This is an optimization exercise on Yosys and OpenROAD, whose aim is small area, not a production implementation.
Only simulation tests tie the RTL to the original design; equivalence was not proved.
No activity file was given, so power comes from the tool's default toggle rates. The flow treats the clock pin as an ideal source, which a real chip does not have.

[design.v]
module tpu #(parameter N = 4, parameter K = 8) (
    input  logic s_clk,
    input  logic s_rst_n,
    input  logic s_update,
    input  logic s_in,
    output logic s_out
);
    reg [148:0] pc;
    always @(posedge s_clk)
        pc <= {s_in, pc[148:1]};
    reg [3:0] off;      
    reg [7:0] sc;
    reg       zf;       
    always @(posedge s_clk) begin
        if (!s_rst_n) begin
            off <= 4'd0;
            sc  <= 8'h01;
            zf  <= 1'b1;
        end else if (s_update) begin
            off <= off + 4'd1;
            sc  <= 8'h01;
        end else if (sc != 8'hd2) begin
            sc <= {sc[6:0], sc[7] ^ sc[5] ^ sc[4] ^ sc[3]};
            if (sc == 8'h69) begin
                off <= 4'd0;
                zf  <= 1'b0;
            end
        end
    end
    wire [2:0] opcode = pc[148:146];
    wire [2:0] regno  = pc[145:143];
    wire dec   = s_rst_n && s_update && (off == 4'd0) && (opcode <= 3'd4);
    wire chain0 = pc[4'd15 - off];
    reg       act;
    reg [2:0] op;
    reg [2:0] rsel;
    reg [6:0] cnt;
    wire is_rhm = (op == 3'd0);
    wire is_lw  = (op == 3'd1);
    wire is_ls  = (op == 3'd2);
    wire is_mm  = (op == 3'd3);
    wire start = (dec && opcode != 3'd4) ||
                 (s_rst_n && s_update && off == 4'd2 && op == 3'd4);
    wire adv = act;
    always @(posedge s_clk) begin
        if (dec) begin
            op   <= opcode;
            rsel <= regno;
        end
        cnt <= start ? 7'd0 : cnt + 7'd1;
        if (start)
            act <= 1'b1;
        else if (cnt == 7'd127)
            act <= 1'b0;
    end
    reg wz, sz, mmz;
    always @(posedge s_clk) begin
        if (!s_rst_n) begin
            wz <= 1'b1;
            sz <= 1'b1;
        end else if (dec) begin
            if (opcode == 3'd1) wz <= 1'b0;
            if (opcode == 3'd2) sz <= 1'b0;
        end
        if (dec) mmz <= wz | sz;
    end
    reg [127:0] rf [0:K-1];
    wire rout = rf[rsel][0];
    reg [15:0] wk [0:N-1];
    reg [15:0] sk [0:N-1];
    reg [5:0]  acc;
    wire [2:0] q = cnt[2:0];
    wire       slot = !q[2] && !mmz;     
    wire [5:0] psum = ({2'b0, sk[0][0] && slot ? wk[0][3:0] : 4'd0}
                     + {2'b0, sk[1][0] && slot ? wk[1][3:0] : 4'd0})
                    + ({2'b0, sk[2][0] && slot ? wk[2][3:0] : 4'd0}
                     + {2'b0, sk[3][0] && slot ? wk[3][3:0] : 4'd0});
    wire [6:0] msum = {1'b0, (q == 3'd0) ? 6'd0 : acc} + {1'b0, psum};
    wire       mbit = msum[0];
    always @(posedge s_clk)
        acc <= msum[6:1];
    wire wd = is_mm ? mbit : is_rhm ? pc[14] : rout;
    genvar r, k;
    generate
        for (r = 0; r < K; r = r + 1) begin : g_rf
            always @(posedge s_clk)
                if (adv && rsel == r)
                    rf[r] <= {wd, rf[r][127:1]};
        end
        for (k = 0; k < N; k = k + 1) begin : g_ws
            wire wen = adv && ((is_lw && !cnt[2] && cnt[4:3] == k) ||
                               (is_mm && cnt[4:2] == 3'b111));
            wire sen = adv && ((is_ls && !cnt[2] && cnt[6:5] == k) ||
                               (is_mm && !cnt[2]));
            always @(posedge s_clk) begin
                if (wen) wk[k] <= {is_mm ? wk[k][0] : rout, wk[k][15:1]};
                if (sen) sk[k] <= {is_mm ? sk[k][0] : rout, sk[k][15:1]};
            end
        end
    endgenerate
    reg von;
    always @(posedge s_clk)
        if (!s_rst_n) von <= 1'b0;
        else if (dec) von <= (opcode == 3'd4);
    wire ovr = von && act;
    assign s_out = !zf && (ovr ? rout : chain0);
endmodule
[run.sh]
#!/bin/bash
# synth_recipe.tcl (not shown) runs the flow's synth.tcl, then flattens the netlist and writes it again
# the make line also repeats each setting of config.mk as NAME=value (left out here)
make -C /OpenROAD-flow-scripts/flow DESIGN_CONFIG=/design/flow/config.mk WORK_HOME=/design/flow/orfs CLKGATE_MAP_FILE= SYNTH_SCRIPT=/design/flow/synth_recipe.tcl finish
[config.mk]
export PLATFORM = sky130hd
export DESIGN_NAME = tpu
export DESIGN_NICKNAME = tpu
export VERILOG_FILES = /design/flow/design.v
export SDC_FILE = /design/flow/constraint.sdc
export NUM_CORES = 4
export LEC_CHECK = 0
export CAP_MARGIN = 20
export CORE_MARGIN = 2
export CORE_UTILIZATION = 40
export CTS_BUF_LIST = sky130_fd_sc_hd__clkbuf_16
export CTS_CLUSTER_DIAMETER = 80
export CTS_CLUSTER_SIZE = 32
export PLACE_DENSITY = 0.6
export SLEW_MARGIN = 20
[constraint.sdc]
create_clock -name core_clock -period 6.0 [get_ports {s_clk}]
set_input_delay 1.2000 -clock core_clock [delete_from_list [all_inputs] [get_ports {s_clk}]]
set_output_delay 1.2000 -clock core_clock [all_outputs]
set_load 0.01 [all_outputs]
==> summary.md, run 1 <==
| Metric | Value |
|---|---|
| Initial core utilization | 40.3% |
| DRT Wirelength | 44800 µm |
| Average size of a mapped cell | 25.3 µm² |
| CP required | 6550 ps |
| Async S/R FF share, synth | 0% |
| Fraction of layout cells with a size suffix above 1 | 7.33% |
| Nets | 1687 |
| Row cnt | 116 |
| Clock latency on the worst-skew pair | 640 ps |
| CTS Sinks | 1338 |
| Cells after synthesis | 1589 |
| Most frequent cell after synthesis | edfxtp_1 |
| First-pass GRT wire length | 72700 µm |
| Tot GR Track Use | 8.60% |
| Hold crit path type | register to register |
| PortBufs | 4 |
| Syn Nets | 1619 |
| CP peak stage delay | 670 ps |
| Final hold violations | 0 |
| CP most frequent cell | fa_1 |
| Crit end category | register |
| Yosys reg bits | 1338 |
| Setup violators final | 0 |
| Cts bufs inserted | 51 |
| Xor/xnor share of the synthesized area | 0.239% |
| Vias | 13355 |
| Area Overhead vs Synth | 8.61% |
| Compound-cell area share of the yosys netlist | 0.933% |
| Slew Limit Headroom | 32.7% |
| Yosys top cell by area | edfxtp_1 |
| Routed length per placed instance | 15.0 µm |
| Max VDD drop | 0.208 mV |
| Final core occ | 43.8% |
| Routed Antenna Nets | 0 |
| Placed instance count | 2902 |
| Top-area cell type share of the netlist area | 86.5% |
| Residual DRC | 0 |
| Critical Path Source Type | register |
| Status | complete, no violations |
| CTS Hold Bufs | 0 |
| Core Region | 99900 µm² |
| Max-Cap Viols | 0 |
| Top post-synthesis cells by area | edfxtp_1 (87%), dfxtp_1 (8.9%), fa_1 (0.55%), ha_1 (0.47%), inv_1 (0.32%) |
| Worst slew pin tran | 1010 ps |
| Multiplexer share of the synthesized area | 0.392% |
| Clk buf depth | 3 |
| Die Height | 321 µm |
| Largest family of logic cells by synthesized area | simple AND/OR/NAND/NOR gates |
| Post-Syn Area | 40200 µm² |
| Setup Fix Bufs, Post-CTS | 0 |
| Chip Width | 321 µm |
| F_max | 235 MHz |
| Crit path time final | 4260 ps |
| Max-slew violations | 0 |
| Clk slew on worst S/H paths | 110 ps |
| Die area | 103000 µm² |
| Antenna Diode Count | 0 |
| Top_reg_cell synth | edfxtp_1 |
| Via density | 4.47 |
| DRT iter0 DRCs | 1272 |
| Synth Area in Adders | 1.01% |
| Fin Clk Skew | 41.2 ps |
| Routability congestion estimate | 0.756 |
| Ranking of synthesized cells by instance count | edfxtp_1 (1159), dfxtp_1 (179), inv_1 (34) |
| Unrepaired setup endpoints after global routing | false |
| Initial antenna violation count | 0 |
| Synthesis Warnings | 4 |
| Worst-path cell chain | nor2_1, and3_1, fa_1, fa_1, inv_1, fa_1, inv_1, ha_1, a21o_1, a21o_1, a2111o_1, o311ai_1 |
| Power density cells | 339 nW/µm² |
| IO Count | 5 |
| Arr. time, crit path | 4810 ps |
| Critical path class | register to register |
| Highest fanout seen on the critical path | 16 |
| Vias in the first global route | 13037 |
| H-tree depth | 2 |
| Cts repair resizes | 0 |
| Sequential-to-total area share from yosys stat | 95.4% |
| Post-synth EDFFs | 1159 |
| CTS Root Buffer Type | clkbuf_16 |
| DRT Pass-1 Iters | 5 |
| Period utilization | 71.0% |
| Largest net degree at the start of global routing | 86 |
| TritonCTS clock tree | yes |
| P_leak | 11.9 nW |
| Fin Setup TNS | 0 ps |
| Residual overflow from global routing | 0 |
| Fin cells | 2990 |
| Simple-gate share of the synthesized area | 1.51% |
| Synth cell types | 58 |
| Final hold slack | 333 ps |
| Slowest stage cell, crit path | nor2_1 |
| DP HPWL | 20700 µm |
==> power breakdown <==
group | leakage, nW | internal, mW | switching [mW]
sequential | 9.96 | 10.2 | 0.0760
clock | 0.872 | 1.76 | 2.58
combinational | 1.04 | 0.0588 | 0.166
==> cell type report <==
| class | count | area [µm²] |
|---|---|---|
| inverters | 37 | 139 |
| well taps | 1298 | 1620 |
| fillers | 8260 | 56200 |
| clock buffers | 53 | 1330 |
| clock inverters | 35 | 298 |
| flip-flops and latches | 1338 | 38400 |
| repair buffers | 26 | 205 |
| multi-input cells | 203 | 1710 |
==> through the flow <==
step | setup WS (ps) | total power, mW | cell area, µm²
2_1_floorplan | -660 | 10.6 | 40200
3_3_place_gp | 1790 | 10.7 | 42100
3_5_place_dp | 1760 | 10.7 | 42100
4_1_cts | 1730 | 15.1 | 43700
5_1_grt | 1510 | 15.4 | 43700
6_report | 1740 | 14.8 | 43700
==> critical path, delay by kind of cell (launching register included) <==
family	cells	cell delay [ps]
AOI/OAI and AO/OA	4	890
adders and majority gates	4	1800
buffers and inverters	2	120
DFF	1	400
and+or+nand+nor	2	950
==> metal layers <==
metal  up-vias  share of wire (%)  track usage [%]
met2       118                 40             11.5
met3        72                3.7             1.98
li1       6246                  -                -
met1      6919                 54             13.8
met5         -                  0                0
met4         0                2.4             2.68
==> worst paths after layout <==
path          start  endpoint  slack (ps)  depth (start not counted)
max          cnt[2]    acc[5]        1740                         12
min          pc[23]    pc[22]         330                          0
max reg2reg  cnt[2]    acc[5]        1740                         12
min reg2reg  pc[23]    pc[22]         330                          0
==> state kept, by name, indices dropped and copies added (netlist names), 3 cells and up <==
name and cells:
off 4, rf 1024, sk 64, cnt 7, wk 64, pc 149
rsel 3, sc 8, op 3, acc 6
==> placed cells by master, fill, tap and decap left out, drive strengths merged, types with 6 or more instances in the layout <==
cell / Yosys / routed
edfxtp: 1159 / 1159
and3: 11 / 11
fa: 11 / 11
mux2i: 6 / 6
clkinv: 1 / 8
inv: 36 / 61
nor2: 28 / 28
nand3: 16 / 16
and2: 7 / 7
buf: 8 / 22
a21oi: 9 / 9
dfxtp: 179 / 179
ha: 15 / 15
clkbuf: 3 / 53
nand2: 18 / 18
xnor2: 6 / 6
o21ai: 13 / 13
==> logic make-up after synthesis <==
| family | after synthesis |
|---|---|
| AO/OA/AOI/OAI | 47 |
| XOR/XNOR | 11 |
| adder cells (fa/ha/maj) | 26 |
| buffers and inverters | 48 |
| flip-flops | 1338 |
| multiplexers | 10 |
| AND/OR/NAND/NOR | 109 |
==> run 2, diff against run 1 <==
--- a/design.v
+++ b/design.v
@@ -41,3 +41,5 @@
     wire is_mm  = (op == 3'd3);
-    wire start = (dec && opcode != 3'd4) ||
+    reg [1:0] ph;
+    reg       pnd;
+    wire start = (dec && opcode == 3'd0) || (pnd && ph == 2'd3) ||
                  (s_rst_n && s_update && off == 4'd2 && op == 3'd4);
@@ -45,2 +47,7 @@
     always @(posedge s_clk) begin
+        ph  <= s_rst_n ? ph + 2'd1 : 2'd0;
+        if (!s_rst_n || (pnd && ph == 2'd3))
+            pnd <= 1'b0;
+        else if (dec && opcode != 3'd0 && opcode != 3'd4)
+            pnd <= 1'b1;
         if (dec) begin
@@ -69,3 +76,4 @@
     reg [15:0] wk [0:N-1];
-    reg [15:0] sk [0:N-1];
+    reg [3:0]  sl [0:15];                
+    wire [3:0] sb;                       
     reg [5:0]  acc;
@@ -73,6 +81,6 @@
     wire       slot = !q[2] && !mmz;     
-    wire [5:0] psum = ({2'b0, sk[0][0] && slot ? wk[0][3:0] : 4'd0}
-                     + {2'b0, sk[1][0] && slot ? wk[1][3:0] : 4'd0})
-                    + ({2'b0, sk[2][0] && slot ? wk[2][3:0] : 4'd0}
-                     + {2'b0, sk[3][0] && slot ? wk[3][3:0] : 4'd0});
+    wire [5:0] psum = ({2'b0, sb[0] && slot ? wk[0][3:0] : 4'd0}
+                     + {2'b0, sb[1] && slot ? wk[1][3:0] : 4'd0})
+                    + ({2'b0, sb[2] && slot ? wk[2][3:0] : 4'd0}
+                     + {2'b0, sb[3] && slot ? wk[3][3:0] : 4'd0});
     wire [6:0] msum = {1'b0, (q == 3'd0) ? 6'd0 : acc} + {1'b0, psum};
@@ -92,8 +100,10 @@
                                (is_mm && cnt[4:2] == 3'b111));
-            wire sen = adv && ((is_ls && !cnt[2] && cnt[6:5] == k) ||
-                               (is_mm && !cnt[2]));
-            always @(posedge s_clk) begin
+            always @(posedge s_clk)
                 if (wen) wk[k] <= {is_mm ? wk[k][0] : rout, wk[k][15:1]};
-                if (sen) sk[k] <= {is_mm ? sk[k][0] : rout, sk[k][15:1]};
-            end
+            assign sb[k] = sl[4*k + cnt[4:3]][0];
+        end
+        for (k = 0; k < 16; k = k + 1) begin : g_sl
+            wire sen = adv && is_ls && !cnt[2] && cnt[6:3] == k;
+            always @(posedge s_clk)
+                sl[k] <= {sen ? rout : sl[k][0], sl[k][3:1]};
         end
==> flow/run.sh (new file) <==
#!/bin/bash
# The standard layout, with the clock tree built without dummy loads.
set -euo pipefail
bash standard.sh finish \
  "CTS_ARGS=-sink_clustering_enable -repair_clock_nets -dont_use_dummy_load -sink_clustering_size 32 -sink_clustering_max_diameter 80 -buf_list sky130_fd_sc_hd__clkbuf_16 -root_buf sky130_fd_sc_hd__clkbuf_8 -tree_buf sky130_fd_sc_hd__clkbuf_8" \
  > make_finish.log 2>&1
==> standard.sh (new file) <==
#!/bin/bash
# synth_recipe.tcl (not shown) runs the flow's synth.tcl, then flattens the netlist and writes it again
# the make line also repeats each setting of config.mk as NAME=value (left out here)
make -C /OpenROAD-flow-scripts/flow DESIGN_CONFIG=/design/flow/config.mk WORK_HOME=/design/flow/orfs CLKGATE_MAP_FILE= SYNTH_SCRIPT=/design/flow/synth_recipe.tcl "${@:-finish}"
--- a/config.mk
+++ b/config.mk
@@ -10,5 +10,2 @@
 export CORE_UTILIZATION = 40
-export CTS_BUF_LIST = sky130_fd_sc_hd__clkbuf_16
-export CTS_CLUSTER_DIAMETER = 80
-export CTS_CLUSTER_SIZE = 32
 export PLACE_DENSITY = 0.6
removed: run.sh
==> run 2 against run 1 <==
Still clean on timing, DRC and antenna. First-iteration DRC count down 8.7%. Total power down 3.3%. Utilization down 0.19 points. Clock power down 12%. Synthesized cell count up 2.3%. Die area down 0.69%. Sequential power about the same. Sequential share of layout area up 0.061 points. Critical path type unchanged.
==> summary.md, run 2 <==
| Metric | Value |
|---|---|
| Max-slew violations | 0 (unchanged) |
| Worst slew pin tran | 981 ps (-25.4 ps) |
| Seq pwr share | 71.6% (+2.4 points) |
| First-pass GRT wire length | 72000 µm (-0.85%) |
| Highest fanout seen on the critical path | 16 (unchanged) |
| Synth cell types | 48 (-17%) |
| Top_reg_cell synth | edfxtp_1 |
| Vias in the first global route | 12967 (-0.54%) |
| Compound-cell area share of the yosys netlist | 0.586% (-0.35 points) |
| Sequential-to-total area share from yosys stat | 94.6% (-0.78 points) |
| CTS Root Buffer Type | clkbuf_8 |
| Vias | 13389 (+0.25%) |
| Core Region | 98700 µm² (-1.2%) |
| Clk slew on worst S/H paths | 110 ps (about the same) |
| Commonest non-fill, non-tap cell in the layout | edfxtp_1 |
| Slowest stage cell, crit path | dfxtp_1 |
| F_max | 213 MHz (-9.3%) |
| Clock Power Share | 26.7% (-2.6 points) |
| Residual overflow from global routing | 0 (unchanged) |
| Setup crit end | acc[5] |
| Net load switching power | 2.66 mW (-5.8%) |
| Arr. time, crit path | 5370 ps (+560 ps) |
| Critical R2R Capture | acc[5] |
| Top reg by flops | rf |
| Yosys top cell by area | edfxtp_1 |
| Top post-synthesis cells by area | edfxtp_1 (82%), dfxtp_1 (12%), fa_1 (0.55%), ha_1 (0.50%), mux2_2 (0.45%) |
| Cts bufs inserted | 51 (unchanged) |
| Period utilization | 78.3% (+7.3 points) |
| Max reg flops | 1024 (unchanged) |
| Max-Cap Viols | 0 (unchanged) |
| Area Overhead vs Synth | 7.65% |
| Logic pwr share | 1.7% (+0.2 points) |
| Fraction of layout cells with a size suffix above 1 | 7.06% (-0.27 points) |
| Routability congestion estimate | 0.755 (-0.12%) |
| Slew Limit Headroom | 34.6% (+1.9 points) |
| Post-synth EDFFs | 1095 (-5.5%) |
| Clock latency on the worst-skew pair | 770 ps (+130 ps) |
| Die area | 102000 µm² (-0.69%) |
| Syn Nets | 1657 (+2.3%) |
| CP required | 6670 ps (+120 ps) |
| Chip Width | 320 µm (-0.35%) |
| Nets | 1718 (+1.8%) |
| Crit path time final | 4700 ps (+436 ps) |
| Internal power | 11.7 mW (-2.7%) |
| Setup violators final | 0 (unchanged) |
| CTS Hold Bufs | 0 (unchanged) |
| Fin Setup TNS | 0 ps (unchanged) |
| Synthesis Warnings | 4 (unchanged) |
| Largest net degree at the start of global routing | 85 (-1.2%) |
| CP most frequent cell | fa_1 |
| Most frequent cells in the layout | edfxtp_1 (1095), dfxtp_1 (246), clkbuf_16 (46) |
| Largest registers | rf x1024, pc x149 |
| DP HPWL | 21600 µm (+4.4%) |
| Tot Pwr | 14.3 mW (-3.3%) |
| Hold crit path type | register to register |
| Final core occ | 43.6% (-0.19 points) |
| Cts repair resizes | 0 (unchanged) |
| Via density | 4.50 (+0.83%) |
| Critical path class | register to register |
| Crit end category | register |
| Net Sw Frac | 18.6% (-0.50 points) |
| Post-Syn Area | 39900 µm² (-0.70%) |
| Residual DRC | 0 (unchanged) |
| Initial antenna violation count | 1 (+1) |
| Ranking of synthesized cells by instance count | edfxtp_1 (1095), dfxtp_1 (246), nand2_1 (34) |
| Crit. Startpoint | cnt[3] |
| Multiplexer share of the synthesized area | 1.08% (+0.69 points) |
| IO Count | 5 (unchanged) |
| Max VDD drop | 0.179 mV (-14%) |
| Simple-gate share of the synthesized area | 1.99% (+0.48 points) |
| Xor/xnor share of the synthesized area | 0.285% (+0.046 points) |
| Setup Fix Bufs, Post-CTS | 0 (unchanged) |
| Largest family of logic cells by synthesized area | simple AND/OR/NAND/NOR gates |
| Cells after synthesis | 1626 (+2.3%) |
| Worst Reg2Reg Path Length in Cells | 14 (+2) |
| Worst R2R Setup Slack | 1300 ps (-440 ps) |
| Fin Clk Skew | 119 ps (+77.3 ps) |
| Async S/R FF share, synth | 0% (unchanged) |
| PortBufs | 4 (unchanged) |
| CTS Sinks | 1341 (+0.22%) |
| Power density cells | 333 nW/µm² (-1.8%) |
| Row cnt | 115 (-0.86%) |
| TritonCTS clock tree | yes |
| Routed length per placed instance | 15.2 µm (+1.2%) |
| Stages on worst setup path | 14 (+2) |
| Most frequent cell after synthesis | edfxtp_1 |
| CP peak stage delay | 740 ps (+70 ps) |
| Status | complete, no violations |
| DRT iter0 DRCs | 1161 (-8.7%) |
| Initial core utilization | 40.5% (+0.18 points) |
| Average size of a mapped cell | 24.6 µm² (-3.0%) |
| Unrepaired setup endpoints after global routing | false |
| Final hold violations | 0 (unchanged) |
| Tot GR Track Use | 8.57% (-0.027 points) |
| Die Height | 320 µm (-0.35%) |
| Synth Area in Adders | 1.05% (+0.038 points) |
| Crit path buf inv count | 2 (unchanged) |
| Routed Antenna Nets | 0 (unchanged) |
| Top-area cell type share of the netlist area | 82.3% (-4.2 points) |
| Worst-path cell chain | mux4_2, nor3b_1, and2_1, fa_1, fa_1, inv_1, fa_1, inv_1, ha_1, a21o_1, a21oi_1, o21bai_1, a21oi_1, xnor2_1 |
| Critical Path Source Type | register |
| DRT Pass-1 Iters | 4 (-1) |
| Reg-to-reg startpoint | cnt[3] |
| Clk buf depth | 3 (unchanged) |
| Final hold slack | 297 ps (-35.8 ps) |
| H-tree depth | 2 (unchanged) |
| Min-Delay Path Depth | 0 (unchanged) |
| CP top delay family | adder cells |
| DRT Wirelength | 45100 µm (+0.58%) |
| Yosys reg bits | 1341 (+0.22%) |
| P_leak | 11.6 nW (-2.2%) |
## run 2: cell types whose count changed in the layout (fill, tap and decap cells not counted), sizes merged, moves of 5 or more
cell    change
and2       +15
edfxtp     -64
clkinv      -8
nor2b       +7
and3       -10
nor3b       +9
dfxtp      +67
nor2        -7
nand2      +16
o21ai       -5
mux2       +16
inv        -43
## run 2: kinds of logic (layout without fill, tap and decap cells)
kind of cell | after synthesis | in the layout
AOI/OAI and AO/OA | 35 | 35
xor gates and xnor gates | 13 | 13
adders and majority gates | 27 | 27
buffers and inverters | 36 | 95
DFF | 1341 | 1341
muxes | 31 | 31
other | 0 | 1
and+or+nand+nor | 143 | 143
## run 2: layout make-up
cell class | instances | area, µm²
fill | 8181 | 55700
sequential | 1341 | 37800
multi-input combinational | 249 | 2070
tap | 1287 | 1610
clock buffer | 51 | 1220
timing repair buffer | 26 | 225
inverter | 18 | 67.6
antenna | 1 | 2.50
## run 2: power by group through the flow
stage                     logic (mW)  clock network (mW)  registers (mW)
final                          0.251                3.83            10.3
after global routing           0.284                4.32            10.3
after CTS                      0.254                4.05            10.3
after detailed placement       0.255                   0            10.5
after global placement         0.242                   0            10.5
after floorplan                0.239                   0            10.4
## run 2: how the worst min path moves through the flow
stage / start / end / slack (ps)
floorplan: pc[101] / pc[100] / 310
global placement: sl[15][2] / sl[15][1] / 310
detailed placement: pc[74] / pc[73] / 310
CTS: pc[118] / pc[117] / 300
global route: pc[118] / pc[117] / 300
finish: pc[118] / pc[117] / 300
## run 2: layer usage
| metal | global-route usage, % | vias up | share of wire [%] |
|---|---|---|---|
| met2 | 11.7 | 134 | 41 |
| met3 | 1.71 | 67 | 3.3 |
| met1 | 13.8 | 6923 | 54 |
| met4 | 2.52 | 0 | 2.2 |
| li1 | - | 6265 | - |
| met5 | 0 | - | 0 |
## run 2: per-stage QoR
step	instances	area (µm²)	worst slack [ps]
floorplan	1626	40000	-654
global placement	2920	41800	1440
detailed placement	2920	41800	1310
finish	2973	43000	1300
CTS	2971	43000	1290
global route	2973	43000	1000
==> run 3, diff against run 2 <==
--- a/design.v
+++ b/design.v
@@ -104,6 +104,7 @@
         end
+        wire sload = adv && is_ls && !cnt[2];
         for (k = 0; k < 16; k = k + 1) begin : g_sl
-            wire sen = adv && is_ls && !cnt[2] && cnt[6:3] == k;
+            wire sin = (k == 15) ? rout : sl[(k + 1) % 16][0];
             always @(posedge s_clk)
-                sl[k] <= {sen ? rout : sl[k][0], sl[k][3:1]};
+                sl[k] <= {sload ? sin : sl[k][0], sl[k][3:1]};
         end
==> run 3 against run 2 <==
Still clean. Register-to-register slack is essentially flat. Global-route usage fell by 0.13 points. Non-clock buffer count fell by 6. Sequential share of layout area rose by 0.34 points. Critical endpoint unchanged. Largest cell class unchanged. Largest power group unchanged.
==> summary.md, run 3 <==
| Metric | Value |
|---|---|
| Routability congestion estimate | 0.740 (-2.0%) |
| Multi-input gate area | 1950 µm² (-6.0%) |
| Critical R2R Capture | acc[5] |
| Row cnt | 115 (unchanged) |
| Max reg flops | 1024 (unchanged) |
| Routed length per placed instance | 14.9 µm (-1.7%) |
| Most frequent cell after synthesis | edfxtp_1 |
| Sequential standard cell area | 37800 µm² (unchanged) |
| Fin Setup TNS | 0 ps (unchanged) |
| Synth cell types | 48 (unchanged) |
| Unrepaired setup endpoints after global routing | false |
| Met2 routed wirelength | 17900 µm (-3.0%) |
| Commonest non-fill, non-tap cell in the layout | edfxtp_1 |
| Initial antenna violation count | 2 (+1) |
| Vias | 13198 (-1.4%) |
| Crit path time final | 4690 ps (-4.56 ps) |
| Max VDD drop | 0.241 mV (+35%) |
| Finished Cell Area | 42800 µm² (-0.39%) |
| Async S/R FF share, synth | 0% (unchanged) |
| Post-Syn Area | 39800 µm² (-0.29%) |
| CTS Sinks | 1341 (unchanged) |
| CP most frequent cell | fa_1 |
| Top Metal Used | met4 |
| Placed instance count | 2889 (-1.1%) |
| Hold Crit Endpoint | pc[97] |
| Clock latency on the worst-skew pair | 760 ps (about the same) |
| Cts bufs inserted | 50 (-2.0%) |
| Top-area cell type share of the netlist area | 82.6% (+0.24 points) |
| Detailed-routed wire length on met3 | 1530 µm (+2.1%) |
| Crit end category | register |
| Largest net degree at the start of global routing | 129 (+52%) |
| Final hold slack | 300 ps (+2.58 ps) |
| Top_reg_cell synth | edfxtp_1 |
| Final hold violations | 0 (unchanged) |
| DRT Wirelength | 43800 µm (-2.8%) |
| Residual overflow from global routing | 0 (unchanged) |
| Slowest stage cell, crit path | dfxtp_1 |
| Max-slew violations | 0 (unchanged) |
| Top reg by flops | rf |
| PortBufs | 4 (unchanged) |
| Area after DPL | 41600 µm² (-0.28%) |
| Hold Startpoint | pc[98] |
| Tot GR Track Use | 8.43% (-0.13 points) |
| CP required | 6690 ps (+20 ps) |
| Yosys top cell by area | edfxtp_1 |
| Reg-to-reg startpoint | cnt[3] |
| Average size of a mapped cell | 25.1 µm² (+2.0%) |
| Fin Clk Skew | 87.2 ps (-31.3 ps) |
| Ranking of synthesized cells by instance count | edfxtp_1 (1095), dfxtp_1 (246), nand2_1 (28) |
| Critical Path Source Type | register |
| Worst Reg2Reg Path Length in Cells | 13 (-1) |
| Via density | 4.49 (-0.32%) |
| Fraction of layout cells with a size suffix above 1 | 6.36% (-0.71 points) |
| Largest registers | rf x1024, pc x149 |
| Cts repair resizes | 0 (unchanged) |
| Cells after synthesis | 1590 (-2.2%) |
| TritonCTS clock tree | yes |
| Chip Width | 320 µm (-0.14%) |
| Most frequent cells in the layout | edfxtp_1 (1095), dfxtp_1 (246), clkbuf_16 (45) |
| Slew Limit Headroom | 30.9% (-3.7 points) |
| Critical path class | register to register |
| Sequential-to-total area share from yosys stat | 94.9% (+0.27 points) |
| Worst slew pin tran | 1040 ps (+55.3 ps) |
| Highest fanout seen on the critical path | 11 (-5) |
| Max-Cap Viols | 0 (unchanged) |
| Residual DRC | 0 (unchanged) |
| Status | complete, no violations |
| Clk buf depth | 3 (unchanged) |
| Post-synth EDFFs | 1095 (unchanged) |
| Worst-path cell chain | mux4_2, nor3b_1, and2_1, fa_1, fa_1, inv_1, fa_1, inv_1, ha_1, a21o_1, a21oi_1, or4b_2, o2111ai_1 |
| Setup Fix Bufs, Post-CTS | 0 (unchanged) |
| Die Height | 320 µm (-0.14%) |
| Top post-synthesis cells by area | edfxtp_1 (83%), dfxtp_1 (12%), mux4_2 (0.57%), fa_1 (0.55%), ha_1 (0.50%) |
| Min-Delay Path Depth | 0 (unchanged) |
| P_leak | 11.3 nW (-2.2%) |
| Area Overhead vs Synth | 7.54% |
| H-tree depth | 2 (unchanged) |
| Synthesis Warnings | 4 (unchanged) |
| Worst R2R Setup Slack | 1310 ps (about the same) |
| CTS Hold Bufs | 0 (unchanged) |
| Period utilization | 78.2% (about the same) |
| Core Region | 98600 µm² (-0.15%) |
| First-pass GRT wire length | 71200 µm (-1.1%) |
| IO Count | 5 (unchanged) |
| Power density cells | 331 nW/µm² (-0.78%) |
| Routed Antenna Nets | 0 (unchanged) |
| Syn Nets | 1621 (-2.2%) |
| DP HPWL | 20800 µm (-3.8%) |
| Nets | 1685 (-1.9%) |
| F_max | 213 MHz (about the same) |
| Fin cells | 2940 (-1.1%) |
| DRT iter0 DRCs | 1254 (+8.0%) |
| Clk slew on worst S/H paths | 110 ps (about the same) |
| Setup violators final | 0 (unchanged) |
| Die area | 102000 µm² (-0.29%) |
| Arr. time, crit path | 5380 ps (about the same) |
| Hold crit path type | register to register |
| Tot Pwr | 14.2 mW (-1.2%) |
| DRT met1 WL | 23500 µm (-2.9%) |
| Yosys reg bits | 1341 (unchanged) |
| Vias in the first global route | 12891 (-0.59%) |
| DRT Pass-1 Iters | 4 (unchanged) |
| Fill cell count | 8066 (-1.4%) |
| CTS Root Buffer Type | clkbuf_8 |
| Initial core utilization | 40.4% (-0.058 points) |
| CP peak stage delay | 660 ps (-80 ps) |
-- run 3: cell count changes after synthesis, sizes merged, moves of 4 or more --
cell / change
a21o: +4
a21oi: -4
a31o: -4
clkbuf: -8
inv: +6
nand2: -6
nand3: -7
nor2b: -5
nor3b: -5
nor4b: +4
o21a: +4
-- run 3: how the worst max path moves through the flow --
| stage | start | endpoint | slack (ps) | cells past startpoint |
|---|---|---|---|---|
| finish | cnt[3] | acc[5] | 1310 | 13 |
| global route | cnt[3] | acc[5] | 970 | 13 |
| CTS | cnt[3] | acc[5] | 1270 | 13 |
| detailed placement | cnt[3] | acc[5] | 1300 | 13 |
| global placement | cnt[3] | acc[5] | 1360 | 13 |
| floorplan | act | rf[3][0] | -690 | 3 |
-- run 3: final cells by class --
type,instances,area share [%]
Antenna cell,1,0.00584
Clock buffer,50,2.79
Inverter,24,0.210
Multi-Input combinational cell,217,4.54
Sequential cell,1341,88.3
Tap cell,1287,3.76
Timing Repair Buffer,20,0.432
-- run 3: cells by family after synthesis --
logic type	synth area share, %
flip-flops	94.9
adder cells (fa/ha/maj)	1.06
multiplexers	1.19
XOR/XNOR	0.242
AND/OR/NAND/NOR	1.55
AO/OA/AOI/OAI	0.679
buffers and inverters	0.371
-- run 3: per-stage QoR --
| stage | worst slack (ps) | utilization (%) |
|---|---|---|
| after CTS | 1270 | 43.5 |
| final | 1310 | 43.5 |
| after global routing | 972 | 43.5 |
| after global placement | 1360 | 42.2 |
| after floorplan | -685 | - |
| after detailed placement | 1300 | 42.2 |
-- run 3: worst max-delay path: cells and delay by family (launching register included) --
| family | cells | cell delay [ps] |
|---|---|---|
| compound gates | 3 | 320 |
| fa+ha+maj | 4 | 1910 |
| buf+inv | 2 | 110 |
| flops | 1 | 660 |
| mux | 1 | 570 |
| simple gates | 3 | 1040 |
-- run 3: routing by layer --
| metal | up-vias | track usage [%] |
|---|---|---|
| met1 | 6855 | 13.4 |
| met3 | 69 | 1.64 |
| met5 | - | 0 |
| li1 | 6157 | - |
| met2 | 117 | 11.6 |
| met4 | 0 | 2.63 |
-- run 3: power by group --
| group | leakage, nW | total, mW | internal (mW) | switching, mW |
|---|---|---|---|---|
| combinational | 1.05 | 0.211 | 0.0732 | 0.138 |
| sequential | 9.71 | 10.2 | 10.1 | 0.0793 |
| clock | 0.590 | 3.79 | 1.41 | 2.38 |
==> run 4, diff against run 3 <==
--- a/design.v
+++ b/design.v
@@ -11,3 +11,3 @@
     reg [3:0] off;      
-    reg [7:0] sc;
+    reg [7:0] sc;       
     reg       zf;       
@@ -16,3 +16,3 @@
             off <= 4'd0;
-            sc  <= 8'h01;
+            sc  <= 8'd0;
             zf  <= 1'b1;
@@ -20,6 +20,6 @@
             off <= off + 4'd1;
-            sc  <= 8'h01;
-        end else if (sc != 8'hd2) begin
-            sc <= {sc[6:0], sc[7] ^ sc[5] ^ sc[4] ^ sc[3]};
-            if (sc == 8'h69) begin
+            sc  <= 8'd0;
+        end else if (sc != 8'd134) begin
+            sc <= sc + 8'd1;
+            if (sc == 8'd133) begin
                 off <= 4'd0;
@@ -33,2 +33,3 @@
     wire chain0 = pc[4'd15 - off];
+    reg [1:0] ph;
     reg       act;
@@ -36,3 +37,5 @@
     reg [2:0] rsel;
+    reg [1:0] p1;       
     reg [6:0] cnt;
+    reg       pnd;
     wire is_rhm = (op == 3'd0);
@@ -41,12 +44,10 @@
     wire is_mm  = (op == 3'd3);
-    reg [1:0] ph;
-    reg       pnd;
-    wire start = (dec && opcode == 3'd0) || (pnd && ph == 2'd3) ||
-                 (s_rst_n && s_update && off == 4'd2 && op == 3'd4);
+    wire now   = dec && opcode == 3'd4 && ph == 2'd0;
+    wire start = (dec || pnd) && ph == 2'd3;
     wire adv = act;
     always @(posedge s_clk) begin
-        ph  <= s_rst_n ? ph + 2'd1 : 2'd0;
-        if (!s_rst_n || (pnd && ph == 2'd3))
+        ph <= ph + 2'd1;
+        if (!s_rst_n || start)
             pnd <= 1'b0;
-        else if (dec && opcode != 3'd0 && opcode != 3'd4)
+        else if (dec && ph != 2'd3 && !now)
             pnd <= 1'b1;
@@ -55,5 +56,6 @@
             rsel <= regno;
+            p1   <= ph;
         end
-        cnt <= start ? 7'd0 : cnt + 7'd1;
-        if (start)
+        cnt <= now ? 7'd1 : start ? 7'd0 : cnt + 7'd1;
+        if (start || now)
             act <= 1'b1;
@@ -74,3 +76,4 @@
     reg [127:0] rf [0:K-1];
-    wire rout = rf[rsel][0];
+    wire [K-1:0] rbot;
+    wire rout = rbot[dec ? regno : rsel];
     reg [15:0] wk [0:N-1];
@@ -89,9 +92,18 @@
         acc <= msum[6:1];
-    wire wd = is_mm ? mbit : is_rhm ? pc[14] : rout;
-    genvar r, k;
+    wire rtap = pc[4'd11 + {2'b0, p1}];
+    wire wd = (act && is_mm) ? mbit : (act && is_rhm) ? rtap : rout;
+    genvar r, k, m;
     generate
         for (r = 0; r < K; r = r + 1) begin : g_rf
-            always @(posedge s_clk)
-                if (adv && rsel == r)
-                    rf[r] <= {wd, rf[r][127:1]};
+            wire sh = (act && rsel == r) || (now && regno == r);
+            assign rbot[r] = rf[r][0];
+            for (m = 0; m < 128; m = m + 1) begin : g_bit
+                always @(posedge s_clk)
+                    if (m % 4 != 3)
+                        rf[r][m] <= rf[r][m + 1];
+                    else if (m == 127)
+                        rf[r][m] <= sh ? wd : rf[r][m - 3];
+                    else
+                        rf[r][m] <= sh ? rf[r][m + 1] : rf[r][m - 3];
+            end
         end
@@ -112,7 +124,11 @@
     reg von;
-    always @(posedge s_clk)
+    reg [3:1] dl;
+    always @(posedge s_clk) begin
         if (!s_rst_n) von <= 1'b0;
         else if (dec) von <= (opcode == 3'd4);
-    wire ovr = von && act;
-    assign s_out = !zf && (ovr ? rout : chain0);
+        dl <= {dl[2:1], rout};
+    end
+    wire wbit = (p1 == 2'd1) ? rout : (p1 == 2'd2) ? dl[1] : (p1 == 2'd3) ? dl[2] : dl[3];
+    wire ovr = von && off == 4'd3 && !sc[7];
+    assign s_out = !zf && (ovr ? wbit : chain0);
 endmodule
==> run 4 against run 3 <==
Global-route usage grew 0.57 points. Maximum frequency decreased by 13%. Clock skew is 27 ps higher. Total power shrank 8.6%. Worst hold slack worse by 27 ps. Critical path depth shrank 5. Sequential share of layout area decreased by 11 points. Clock power about the same. Sequential power shrank 11%. Via count shrank 3.2%. Setup slack worse by 720 ps. Sequential cell count grew 5. Critical path type is now input port to output pin. Largest cell class unchanged.
==> summary.md, run 4 <==
| Metric | Value |
|---|---|
| Vias | 12776 (-3.2%) |
| Initial antenna violation count | 1 (-1) |
| Tot GR Track Use | 9.01% (+0.57 points) |
| Min-Delay Path Depth | 0 (unchanged) |
| Setup violators final | 0 (unchanged) |
| Setup Fix Bufs, Post-CTS | 0 (unchanged) |
| Most frequent cell after synthesis | dfxtp_1 |
| Place WS | 637 ps (-664 ps) |
| Sequential-to-total area share from yosys stat | 83.1% (-12 points) |
| Hold Crit Endpoint | rf[7][98] |
| Vias in the first global route | 13246 (+2.8%) |
| PortBufs | 4 (unchanged) |
| F_max | 185 MHz (-13%) |
| Final core occ | 43.5% (+0.066 points) |
| Commonest non-fill, non-tap cell in the layout | dfxtp_1 |
| Yosys reg bits | 1346 (+0.37%) |
| CP peak stage delay | 710 ps (+50 ps) |
| Synth cell types | 63 (+31%) |
| Unrepaired setup endpoints after global routing | false |
| Routed Antenna Nets | 0 (unchanged) |
| Critical Path Source Type | input port |
| Hold Startpoint | rf[7][99] |
| Fin Clk Skew | 114 ps (+26.7 ps) |
| Residual DRC | 0 (unchanged) |
| Residual overflow from global routing | 0 (unchanged) |
| DRT iter0 DRCs | 653 (-48%) |
| Cts bufs inserted | 50 (unchanged) |
| Post-Syn Area | 33300 µm² (-16%) |
| Slew Limit Headroom | 32.5% (+1.6 points) |
| Reg-to-reg startpoint | cnt[3] |
| Fin Setup TNS | 0 ps (unchanged) |
| Via density | 4.18 (-6.8%) |
| Critical path class | input port to output pin |
| DRT Pass-1 Iters | 4 (unchanged) |
| H-tree depth | 2 (unchanged) |
| CP required | 4800 ps (-1890 ps) |
| Max-slew violations | 0 (unchanged) |
| Finished Cell Area | 35800 µm² (-16%) |
| Die area | 85500 µm² (-16%) |
| Period utilization | 90.2% (+12 points) |
| Area after DPL | 34600 µm² (-17%) |
| CTS Hold Bufs | 0 (unchanged) |
| Clk buf depth | 3 (unchanged) |
| DRT Wirelength | 38100 µm (-13%) |
| Area Overhead vs Synth | 7.60% (about the same) |
| Power density cells | 362 nW/µm² (+9.3%) |
| Crit path time final | 5410 ps (+721 ps) |
| Highest fanout seen on the critical path | 12 (+1) |
| CTS Root Buffer Type | clkbuf_8 |
| Yosys top cell by area | dfxtp_1 |
| Cells after synthesis | 1958 (+23%) |
| Status | complete, no violations |
| First-pass GRT wire length | 65600 µm (-7.9%) |
| Final WS setup | 586 ps (-721 ps) |
| Top reg by flops | rf |
| Largest registers | rf x1024, pc x149 |
| Worst-path cell chain | clkdlybuf4s50_1, and3_1, a31oi_1, o311a_1, a221oi_2, o21ai_1, a31oi_1, clkdlybuf4s50_1 |
| P_leak | 14.1 nW (+25%) |
| Row cnt | 105 (-8.7%) |
| Hold crit path type | register to register |
| Routability congestion estimate | 0.769 (+3.9%) |
| Crit end category | output pin |
| Fraction of layout cells with a size suffix above 1 | 18.1% (+12 points) |
| Final hold violations | 0 (unchanged) |
| Average size of a mapped cell | 17.0 µm² (-32%) |
| Cts repair resizes | 0 (unchanged) |
| Die Height | 292 µm (-8.5%) |
| Chip Width | 292 µm (-8.5%) |
| Worst slew pin tran | 1010 ps (-25.4 ps) |
| Synthesis Warnings | 4 (unchanged) |
| Clock latency on the worst-skew pair | 750 ps (about the same) |
| Top-area cell type share of the netlist area | 76.8% (-5.8 points) |
| Async S/R FF share, synth | 0% (unchanged) |
| TritonCTS clock tree | yes |
| Top post-synthesis cells by area | dfxtp_1 (77%), mux2_2 (9.0%), edfxtp_1 (6.3%), ha_1 (0.87%), mux4_2 (0.74%) |
| Syn Nets | 1996 (+23%) |
| Max reg flops | 1024 (unchanged) |
| Max VDD drop | 0.213 mV (-12%) |
| Routed length per placed instance | 12.5 µm (-16%) |
| Top_reg_cell synth | dfxtp_1 |
| Core Region | 82200 µm² (-17%) |
| Largest net degree at the start of global routing | 35 (-73%) |
| Post-synth EDFFs | 70 (-94%) |
| Initial core utilization | 40.5% (about the same) |
| Critical R2R Capture | acc[4] |
| Max-Cap Viols | 0 (unchanged) |
| Arr. time, crit path | 4210 ps (-1170 ps) |
| Fill cell count | 7147 (-11%) |
| DP HPWL | 22200 µm (+6.8%) |
| Clk slew on worst S/H paths | 110 ps (about the same) |
| IO Count | 5 (unchanged) |
| Nets | 2024 (+20%) |
| Worst Reg2Reg Path Length in Cells | 14 (+1) |
| CTS Sinks | 1346 (+0.37%) |
| Most frequent cells in the layout | dfxtp_1 (1276), mux2_2 (266), edfxtp_1 (70) |
| Slowest stage cell, crit path | clkdlybuf4s50_1 |
| Worst R2R Setup Slack | 1510 ps (+200 ps) |
| Ranking of synthesized cells by instance count | dfxtp_1 (1276), mux2_2 (266), edfxtp_1 (70) |
[run 4: cell types whose count changed after synthesis, moves of 9 or more]
cell	change
dfxtp_1	+1030
edfxtp_1	-1025
mux2_2	+259
buf_2	+20
inv_1	+10
o31ai_1	+10
clkbuf_1	+9
[run 4: metrics by stage]
step | power, mW | cells | hold slack (ps)
finish | 12.9 | 3055 | 272
global route | 13.5 | 3055 | 276
CTS | 13.1 | 3054 | 270
detailed placement | 9.37 | 3004 | 312
global placement | 9.37 | 3004 | 310
floorplan | 9.34 | 1958 | 310
[run 4: worst max-delay path, delay by kind of cell]
| family | cells | cell delay [ps] |
|---|---|---|
| buffers and inverters | 2 | 1270 |
| AO/OA/AOI/OAI | 5 | 1280 |
| AND/OR/NAND/NOR | 1 | 450 |
[run 4: final cells by class]
cell class | count | area [µm²] | share of cell area (%)
Antenna cell | 1 | 2.50 | 0.00699
Clock buffer | 50 | 1190 | 3.34
Inverter | 34 | 128 | 0.357
Multi-Input combinational cell | 537 | 5350 | 14.9
Sequential cell | 1346 | 27600 | 77.2
Tap cell | 1070 | 1340 | 3.74
Timing Repair Buffer | 17 | 138 | 0.384
[run 4: how the worst max path moves through the flow]
stage	start	end	slack, ps	cells past startpoint
2_1_floorplan	cnt[3]	acc[4]	1760	15
3_3_place_gp	s_rst_n	s_out	750	10
3_5_place_dp	s_rst_n	s_out	640	8
4_1_cts	s_rst_n	s_out	620	8
5_1_grt	s_rst_n	s_out	430	8
6_report	s_rst_n	s_out	590	8
[run 4: power by group]
group / switching, mW / leakage (nW) / total [mW] / internal, mW
Sequential: 0.0259 / 10.9 / 9.06 / 9.03
Clock: 2.37 / 0.590 / 3.78 / 1.41
Combinational: 0.0643 / 2.62 / 0.107 / 0.0431
Total: 2.46 / 14.1 / 12.9 / 10.5
[run 4: metal layers]
layer	track usage [%]	up-vias	wire length, µm
li1	-	6488	-
met1	13.0	6113	19800
met2	13.5	111	16000
met3	1.93	64	1300
met4	2.94	0	907
met5	0	-	0
[run 4: kinds of logic (layout without fill, tap and decap cells)]
logic type | Yosys count | in the layout | share of synthesized area, %
AOI/OAI and AO/OA | 69 | 69 | 1.69
buffers and inverters | 75 | 101 | 1.01
DFF | 1346 | 1346 | 83.1
and+or+nand+nor | 136 | 136 | 2.34
other | 0 | 1 | 0
xor gates and xnor gates | 16 | 16 | 0.421
muxes | 282 | 282 | 9.91
adders and majority gates | 34 | 34 | 1.53
==> run 5, diff against run 4 <==
--- a/design.v
+++ b/design.v
@@ -78,3 +78,4 @@
     wire rout = rbot[dec ? regno : rsel];
-    reg [15:0] wk [0:N-1];
+    reg [3:0]  wt [0:N-1];
+    reg [3:0]  wl [0:N-1][1:3];
     reg [3:0]  sl [0:15];                
@@ -84,6 +85,6 @@
     wire       slot = !q[2] && !mmz;     
-    wire [5:0] psum = ({2'b0, sb[0] && slot ? wk[0][3:0] : 4'd0}
-                     + {2'b0, sb[1] && slot ? wk[1][3:0] : 4'd0})
-                    + ({2'b0, sb[2] && slot ? wk[2][3:0] : 4'd0}
-                     + {2'b0, sb[3] && slot ? wk[3][3:0] : 4'd0});
+    wire [5:0] psum = ({2'b0, sb[0] && slot ? wt[0] : 4'd0}
+                     + {2'b0, sb[1] && slot ? wt[1] : 4'd0})
+                    + ({2'b0, sb[2] && slot ? wt[2] : 4'd0}
+                     + {2'b0, sb[3] && slot ? wt[3] : 4'd0});
     wire [6:0] msum = {1'b0, (q == 3'd0) ? 6'd0 : acc} + {1'b0, psum};
@@ -110,6 +111,10 @@
         for (k = 0; k < N; k = k + 1) begin : g_ws
-            wire wen = adv && ((is_lw && !cnt[2] && cnt[4:3] == k) ||
-                               (is_mm && cnt[4:2] == 3'b111));
-            always @(posedge s_clk)
-                if (wen) wk[k] <= {is_mm ? wk[k][0] : rout, wk[k][15:1]};
+            wire wld = adv && is_lw && !cnt[2] && cnt[4:3] == k;
+            wire wsh = wld || (adv && is_mm && cnt[4:2] == 3'b111);
+            always @(posedge s_clk) begin
+                if (wsh) wt[k] <= {wl[k][1][0], wt[k][3:1]};
+                wl[k][1] <= {wsh ? wl[k][2][0] : wl[k][1][0], wl[k][1][3:1]};
+                wl[k][2] <= {wsh ? wl[k][3][0] : wl[k][2][0], wl[k][2][3:1]};
+                wl[k][3] <= {wld ? rout : wsh ? wt[k][0] : wl[k][3][0], wl[k][3][3:1]};
+            end
             assign sb[k] = sl[4*k + cnt[4:3]][0];
==> run 5 against run 4 <==
Synthesized cell count down 0.56%. Sequential cell count unchanged. Worst hold slack better by 3.3 ps. Critical endpoint unchanged.
==> summary.md, run 5 <==
| Metric | Value |
|---|---|
| PortBufs | 4 (unchanged) |
| Residual overflow from global routing | 0 (unchanged) |
| Final core occ | 43.2% (-0.31 points) |
| Worst slew pin tran | 834 ps (-176 ps) |
| TritonCTS clock tree | yes |
| Top reg by flops | rf |
| Yosys reg bits | 1346 (unchanged) |
| Crit. Startpoint | s_rst_n |
| Slowest stage cell, crit path | clkdlybuf4s50_1 |
| CP most frequent cell | clkdlybuf4s50_1 |
| CTS Sinks | 1346 (unchanged) |
| Hold crit path type | register to register |
| Setup Fix Bufs, Post-CTS | 0 (unchanged) |
| Vias | 12687 (-0.70%) |
| Max VDD drop | 0.191 mV (-10%) |
| Area after DPL | 34100 µm² (-1.3%) |
| Post-Syn Area | 32900 µm² (-1.0%) |
| Synthesis Warnings | 5 (+1) |
| Max reg flops | 1024 (unchanged) |
| Arr. time, crit path | 4420 ps (+210 ps) |
| DRT Pass-1 Iters | 4 (unchanged) |
| Worst Reg2Reg Path Length in Cells | 14 (unchanged) |
| Yosys top cell by area | dfxtp_1 |
| Initial core utilization | 40.2% (-0.22 points) |
| Highest fanout seen on the critical path | 12 (unchanged) |
| Period utilization | 93.6% (+3.4 points) |
| Reg-to-reg startpoint | cnt[3] |
| Top_reg_cell synth | dfxtp_1 |
| DP HPWL | 21800 µm (-1.6%) |
| Min-Delay Path Depth | 0 (unchanged) |
| Most frequent cells in the layout | dfxtp_1 (1324), mux2_2 (248), clkbuf_16 (44) |
| CP peak stage delay | 710 ps (about the same) |
| Hold Crit Endpoint | rf[4][68] |
| Fill cell count | 7119 (-0.39%) |
| Initial antenna violation count | 2 (+1) |
| CTS Root Buffer Type | clkbuf_8 |
| First-pass GRT wire length | 65300 µm (-0.41%) |
| Syn Nets | 1985 (-0.55%) |
| DRT iter0 DRCs | 480 (-26%) |
| Top post-synthesis cells by area | dfxtp_1 (80%), mux2_2 (8.5%), edfxtp_1 (2.0%), mux2_4 (1.4%), ha_1 (0.87%) |
| Row cnt | 105 (unchanged) |
| Hold Startpoint | rf[4][69] |
| Critical R2R Capture | acc[4] |
| Worst R2R Setup Slack | 1480 ps (-30 ps) |
| Crit end category | output pin |
| Post-synth EDFFs | 22 (-69%) |
| Chip Width | 291 µm (-0.50%) |
| Async S/R FF share, synth | 0% (unchanged) |
| Largest net degree at the start of global routing | 34 (-2.9%) |
| Area Overhead vs Synth | 7.41% |
| Setup violators final | 0 (unchanged) |
| Die Height | 291 µm (-0.50%) |
| Crit path time final | 5620 ps (+202 ps) |
| Critical path class | input port to output pin |
| Worst-path cell chain | clkdlybuf4s50_1, nand3_1, nor4_2, o21ai_0, a221oi_2, or2_1, a21oi_1, a211oi_1, clkdlybuf4s50_1 |
| H-tree depth | 2 (unchanged) |
| Die area | 84600 µm² (-1.0%) |
| Ranking of synthesized cells by instance count | dfxtp_1 (1324), mux2_2 (248), mux2_4 (30) |
| Average size of a mapped cell | 16.9 µm² (-0.46%) |
| Status | complete, no violations |
| Cts repair resizes | 0 (unchanged) |
| Tot GR Track Use | 9.01% (about the same) |
| IO Count | 5 (unchanged) |
| P_leak | 14.3 nW (+0.90%) |
| Fin Setup TNS | 0 ps (unchanged) |
| F_max | 178 MHz (-3.6%) |
| Core Region | 81800 µm² (-0.48%) |
| Synth cell types | 65 (+3.2%) |
| Final WS setup | 383 ps (-202 ps) |
| Commonest non-fill, non-tap cell in the layout | dfxtp_1 |
| Place WS | 455 ps (-182 ps) |
| Nets | 2010 (-0.69%) |
| DRT Wirelength | 37200 µm (-2.5%) |
| Max-slew violations | 0 (unchanged) |
| Most frequent cell after synthesis | dfxtp_1 |
| Cts bufs inserted | 49 (-2.0%) |
| Finished Cell Area | 35400 µm² (-1.2%) |
| Final hold violations | 0 (unchanged) |
| Fin Clk Skew | 92.4 ps (-21.5 ps) |
| Fraction of layout cells with a size suffix above 1 | 18.4% (+0.33 points) |
| Clk buf depth | 3 (unchanged) |
| Clk slew on worst S/H paths | 110 ps (about the same) |
| Sequential-to-total area share from yosys stat | 82.5% (-0.61 points) |
| Residual DRC | 0 (unchanged) |
| Unrepaired setup endpoints after global routing | false |
| Vias in the first global route | 13374 (+0.97%) |
| Largest registers | rf x1024, pc x149, sl x64 |
| Top-area cell type share of the netlist area | 80.5% (+3.7 points) |
| CTS Hold Bufs | 0 (unchanged) |
| Cells after synthesis | 1947 (-0.56%) |
| CP required | 4800 ps (about the same) |
| Via density | 4.17 (-0.27%) |
| Clock latency on the worst-skew pair | 740 ps (about the same) |
| Critical Path Source Type | input port |
| Power density cells | 363 nW/µm² (+0.49%) |
| Routed length per placed instance | 12.2 µm (-2.1%) |
| Slew Limit Headroom | 44.4% (+12 points) |
| Routability congestion estimate | 0.753 (-2.1%) |
| Routed Antenna Nets | 0 (unchanged) |
| Max-Cap Viols | 0 (unchanged) |
run 5: layout make-up:
type | count | area (µm²) | area share (%)
timing repair buffer | 10 | 113 | 0.318
tap | 1070 | 1340 | 3.79
sequential | 1346 | 27200 | 76.8
clock buffer | 49 | 1170 | 3.31
multi-input combinational | 536 | 5470 | 15.5
antenna | 2 | 5.00 | 0.0142
inverter | 29 | 109 | 0.308
run 5: worst max path at each step:
stage,endpoint,slack (ps),cells after the start
final,s_out,380,9
after global routing,s_out,150,9
after CTS,s_out,440,9
after detailed placement,s_out,450,9
after global placement,s_out,630,9
after floorplan,s_out,1690,9
run 5: stage by stage:
stage          power (mW)  hold slack, ps  std cells
4_1_cts              13.0             280       3038
5_1_grt              13.4             276       3041
2_1_floorplan        9.27             310       1947
6_report             12.9             276       3042
3_3_place_gp         9.32             310       2989
3_5_place_dp         9.32             312       2989
run 5: routing by layer:
metal	vias up	share of wire (%)	wire, µm	GRT usage (%)
met5	-	0	0	0
li1	6388	-	-	-
met2	105	44	16200	14.2
met4	0	2.5	928	3.07
met1	6138	51	18800	12.4
met3	56	3.3	1230	1.71
run 5: cells by family (layout without fill, tap and decap cells):
family,Yosys count,after routing,synth area share (%)
other,0,2,0
XOR/XNOR,16,16,0.426
buffers and inverters,65,88,0.999
adder cells (fa/ha/maj),34,34,1.54
AO/OA/AOI/OAI,55,55,1.36
AND/OR/NAND/NOR,133,133,2.24
multiplexers,298,298,10.9
flip-flops,1346,1346,82.5
run 5: power breakdown:
group          switching (mW)  internal (mW)  total, mW
registers              0.0263           8.99       9.01
clock network            2.34           1.39       3.73
logic                  0.0706         0.0388      0.109
run 5: critical path: cells and delay by family:
family	cells	cell delay, ps
buf+inv	2	1280
simple gates	3	1030
compound gates	4	900
==> run 6, diff against run 5 <==
--- a/design.v
+++ b/design.v
@@ -33,3 +33,3 @@
     wire chain0 = pc[4'd15 - off];
-    reg [1:0] ph;
+    reg [2:0] ph;
     reg       act;
@@ -44,10 +44,10 @@
     wire is_mm  = (op == 3'd3);
-    wire now   = dec && opcode == 3'd4 && ph == 2'd0;
-    wire start = (dec || pnd) && ph == 2'd3;
+    wire now   = dec && opcode == 3'd4 && ph[1:0] == 2'd0;
+    wire start = (dec || pnd) && ph[1:0] == 2'd3;
     wire adv = act;
     always @(posedge s_clk) begin
-        ph <= ph + 2'd1;
+        ph <= ph + 3'd1;
         if (!s_rst_n || start)
             pnd <= 1'b0;
-        else if (dec && ph != 2'd3 && !now)
+        else if (dec && ph[1:0] != 2'd3 && !now)
             pnd <= 1'b1;
@@ -56,3 +56,3 @@
             rsel <= regno;
-            p1   <= ph;
+            p1   <= ph[1:0];
         end
@@ -77,3 +77,3 @@
     wire [K-1:0] rbot;
-    wire rout = rbot[dec ? regno : rsel];
+    wire rout = rbot[dec ? regno : rsel] ^ ph[2];
     reg [3:0]  wt [0:N-1];
@@ -94,3 +94,3 @@
     wire rtap = pc[4'd11 + {2'b0, p1}];
-    wire wd = (act && is_mm) ? mbit : (act && is_rhm) ? rtap : rout;
+    wire wd = ((act && is_mm) ? mbit : (act && is_rhm) ? rtap : rout) ^ ph[2];
     genvar r, k, m;
@@ -105,5 +105,5 @@
                     else if (m == 127)
-                        rf[r][m] <= sh ? wd : rf[r][m - 3];
+                        rf[r][m] <= ~(sh ? wd : rf[r][m - 3]);
                     else
-                        rf[r][m] <= sh ? rf[r][m + 1] : rf[r][m - 3];
+                        rf[r][m] <= ~(sh ? rf[r][m + 1] : rf[r][m - 3]);
             end
==> run 6 against run 5 <==
Non-clock buffer count rose by 3. Global-route usage is 0.076 points higher. Routed wire length grew 0.41%. Critical path depth grew 1. Cell count is essentially flat. Sequential cell count is 1 higher. Maximum frequency is 4.2% higher. Largest power group unchanged. Highest routed layer unchanged.
==> summary.md, run 6 <==
| Metric | Value |
|---|---|
| Status | complete, no violations |
| Worst slew pin tran | 1070 ps (+236 ps) |
| Most frequent cell after synthesis | dfxtp_1 |
| Residual DRC | 0 (unchanged) |
| Unrepaired setup endpoints after global routing | false |
| Detailed-routed wire length on met3 | 1250 µm (+1.4%) |
| Critical Path Source Type | input port |
| Initial core utilization | 40.4% (+0.19 points) |
| Largest net degree at the start of global routing | 33 (-2.9%) |
| DRT iter0 DRCs | 562 (+17%) |
| Clock Power Share | 29.3% (+0.3 points) |
| Fin Clk Skew | 74.3 ps (-18.1 ps) |
| Yosys top cell by area | dfxtp_1 |
| Ranking of synthesized cells by instance count | dfxtp_1 (1325), mux2i_1 (259), nand2_1 (34) |
| Net load switching power | 2.47 mW (+1.0%) |
| Row cnt | 104 (-0.95%) |
| Die area | 83800 µm² (-0.94%) |
| Area Overhead vs Synth | 7.46% (about the same) |
| Critical R2R Capture | acc[5] |
| Setup Fix Bufs, Post-CTS | 0 (unchanged) |
| Cells after synthesis | 1953 (+0.31%) |
| Die Height | 290 µm (-0.47%) |
| P_leak | 14.6 nW (+2.5%) |
| Slowest stage cell, crit path | clkdlybuf4s50_1 |
| H-tree depth | 2 (unchanged) |
| Top reg by flops | rf |
| Tot GR Track Use | 9.08% (+0.076 points) |
| Slew Limit Headroom | 28.6% (-16 points) |
| CP required | 4800 ps (about the same) |
| Final hold violations | 0 (unchanged) |
| Power density cells | 368 nW/µm² (+1.4%) |
| Residual overflow from global routing | 0 (unchanged) |
| CP most frequent cell | clkdlybuf4s50_1 |
| Top_reg_cell synth | dfxtp_1 |
| DRT met1 WL | 19600 µm (+4.5%) |
| Fraction of layout cells with a size suffix above 1 | 6.26% (-12 points) |
| Initial antenna violation count | 1 (-1) |
| Core Region | 80700 µm² (-1.4%) |
| Crit end category | output pin |
| Sequential-to-total area share from yosys stat | 83.4% (+0.86 points) |
| TritonCTS clock tree | yes |
| Cts bufs inserted | 50 (+2.0%) |
| Net Sw Frac | 19.1% (+0.10 points) |
| First-pass GRT wire length | 64000 µm (-2.0%) |
| Worst-path cell chain | clkdlybuf4s50_1, and3_1, nand2_1, nor2_1, buf_4, mux2_2, mux2i_4, xor2_4, o21ai_1, clkdlybuf4s50_1 |
| Fin cells | 3041 (-0.033%) |
| Crit path time final | 5390 ps (-227 ps) |
| Average size of a mapped cell | 16.7 µm² (-1.3%) |
| Max-Cap Viols | 0 (unchanged) |
| DRT Wirelength | 37300 µm (+0.41%) |
| Crit. Startpoint | s_update |
| Post-synth EDFFs | 22 (unchanged) |
| Top Metal Used | met4 |
| Met2 routed wirelength | 15500 µm (-4.5%) |
| Arr. time, crit path | 4190 ps (-230 ps) |
| Logic pwr share | 0.8% (about the same) |
| Highest fanout seen on the critical path | 11 (-1) |
| F_max | 186 MHz (+4.2%) |
| Max-slew violations | 0 (unchanged) |
| Max VDD drop | 0.213 mV (+12%) |
| PortBufs | 4 (unchanged) |
| Routed length per placed instance | 12.3 µm (+0.45%) |
| Setup violators final | 0 (unchanged) |
| Fill cell count | 7078 (-0.58%) |
| Nets | 2020 (+0.50%) |
| Async S/R FF share, synth | 0% (unchanged) |
| Seq pwr share | 69.8% (-0.3 points) |
| Largest registers | rf x1024, pc x149, sl x64 |
| Placed instance count | 2990 (+0.033%) |
| Most frequent cells in the layout | dfxtp_1 (1325), mux2i_1 (259), clkbuf_16 (45) |
| Clk buf depth | 3 (unchanged) |
| Internal power | 10.4 mW (+0.33%) |
| Final core occ | 43.4% (+0.23 points) |
| Synth cell types | 63 (-3.1%) |
| Routability congestion estimate | 0.735 (-2.4%) |
| Via density | 4.13 (-0.92%) |
| Worst R2R Setup Slack | 1630 ps (+150 ps) |
| Final hold slack | 264 ps (-11.3 ps) |
| IO Count | 5 (unchanged) |
| Syn Nets | 1991 (+0.30%) |
| Top-area cell type share of the netlist area | 81.3% (+0.84 points) |
| Routed Antenna Nets | 0 (unchanged) |
| Hold Startpoint | rf[3][7] |
| Max reg flops | 1024 (unchanged) |
| Vias in the first global route | 13052 (-2.4%) |
| Commonest non-fill, non-tap cell in the layout | dfxtp_1 |
| Vias | 12566 (-0.95%) |
| DRT Pass-1 Iters | 4 (unchanged) |
| CP peak stage delay | 670 ps (-40 ps) |
| Finished Cell Area | 35000 µm² (-0.91%) |
| Area after DPL | 33900 µm² (-0.86%) |
| Fin Setup TNS | 0 ps (unchanged) |
| Top post-synthesis cells by area | dfxtp_1 (81%), mux2i_1 (7.9%), edfxtp_1 (2.0%), mux2_2 (0.90%), ha_1 (0.88%) |
| Cts repair resizes | 0 (unchanged) |
| Synthesis Warnings | 5 (unchanged) |
| Clk slew on worst S/H paths | 110 ps (about the same) |
| Worst Reg2Reg Path Length in Cells | 14 (unchanged) |
| CTS Root Buffer Type | clkbuf_8 |
| Hold crit path type | register to register |
| CTS Hold Bufs | 0 (unchanged) |
| Critical path class | input port to output pin |
| Chip Width | 290 µm (-0.47%) |
| Yosys reg bits | 1347 (+0.074%) |
| DP HPWL | 21800 µm (-0.12%) |
| Clock latency on the worst-skew pair | 760 ps (+20 ps) |
| Min-Delay Path Depth | 0 (unchanged) |
| CTS Sinks | 1347 (+0.074%) |
| Setup crit end | s_out |
| Reg-to-reg startpoint | cnt[3] |
| Period utilization | 89.8% (-3.8 points) |
| Post-Syn Area | 32600 µm² (-0.95%) |
==> run 6: cell count changes in the layout (fill, tap and decap cells not counted), sizes merged, moves of 3 or more <==
cell,previous run,this run
mux2i,7,260
inv,29,33
a32oi,2,5
mux2,280,28
nand2,29,34
buf,6,9
==> run 6: logic make-up after synthesis <==
group / share of synthesized area [%]
muxes: 9.79
xor gates and xnor gates: 0.541
DFF: 83.4
AOI/OAI and AO/OA: 1.51
and+or+nand+nor: 2.13
adders and majority gates: 1.56
buffers and inverters: 1.11
==> run 6: power by group through the flow <==
stage	Sequential, mW	Clock (mW)	Combinational (mW)
after floorplan	9.21	0	0.0750
after global placement	9.22	0	0.101
after detailed placement	9.22	0	0.105
after CTS	9.02	3.97	0.106
after global routing	9.03	4.27	0.111
final	9.02	3.79	0.104
==> run 6: per-layer routing <==
layer,track usage [%],up-vias
met1,12.8,5999
met5,0,-
met3,2.03,64
li1,-,6406
met2,13.8,97
met4,3.08,0
==> run 6: worst min-delay path by stage <==
stage / to / slack, ps
after detailed placement: rf[0][50] / 310
after global routing: rf[5][89] / 270
final: rf[3][6] / 260
after floorplan: pc[100] / 310
after global placement: sl[6][0] / 310
after CTS: rf[4][125] / 260
==> run 6: final cells by class <==
class,count,area (µm²),share of cell area [%]
Clock buffer,50,1190,3.41
Tap cell,1060,1330,3.78
Multi-Input combinational cell,537,5080,14.5
Inverter,33,124,0.353
Timing Repair Buffer,13,135,0.386
Antenna cell,1,2.50,0.00714
Sequential cell,1347,27200,77.6
==> run 6: critical path: cells and delay by family <==
| kind | cells | cell delay [ps] |
|---|---|---|
| AOI/OAI and AO/OA | 1 | 170 |
| xor gates and xnor gates | 1 | 170 |
| buffers and inverters | 3 | 1400 |
| muxes | 2 | 620 |
| and+or+nand+nor | 3 | 610 |
==> run 6: stage by stage <==
step                setup WS [ps]  total power, mW
floorplan                    1750             9.29
CTS                           618             13.1
global placement              712             9.32
finish                        611             12.9
global route                  487             13.4
detailed placement            622             9.33

[re-timing with driven ports]
No port has a modelled driver above. Below, the same layouts with a new extraction and two added sets of constraints.
Step 1 (the two cells are an assumption about what drives the block):
set clk [get_ports {s_clk}]
set_driving_cell -lib_cell sky130_fd_sc_hd__clkbuf_16 $clk
set_driving_cell -lib_cell sky130_fd_sc_hd__buf_2 [delete_from_list [all_inputs] $clk]
Step 2, shift: input delay + t, output delay - t, t = (earliest + latest rising clock arrival at the registers) / 2. This alone moves slack from input paths to output paths.
Three values: ideal, step 1, step 2; two values: the first two.
run | t, ns | setup WS [ns] | worst register clock-pin slew, ns
run 1 | 0.684 | 1.738 / 1.738 / 1.738 | 0.12 / 0.12
run 2 | 0.772 | 1.302 / 1.302 / 1.302 | 0.11 / 0.11
run 3 | 0.782 | 1.307 / 1.307 / 1.307 | 0.11 / 0.11
run 4 | 0.748 | 0.586 / 0.560 / 0.560 | 0.11 / 0.11
run 5 | 0.759 | 0.383 / 0.354 / 0.354 | 0.11 / 0.11
run 6 | 0.774 | 0.611 / 0.556 / 0.556 | 0.11 / 0.11
After both steps setup and hold are still met in every run listed. For run 6, which loses most, drivers alone change the setup slack by -0.055 ns; drivers and shift together by -0.055 ns.
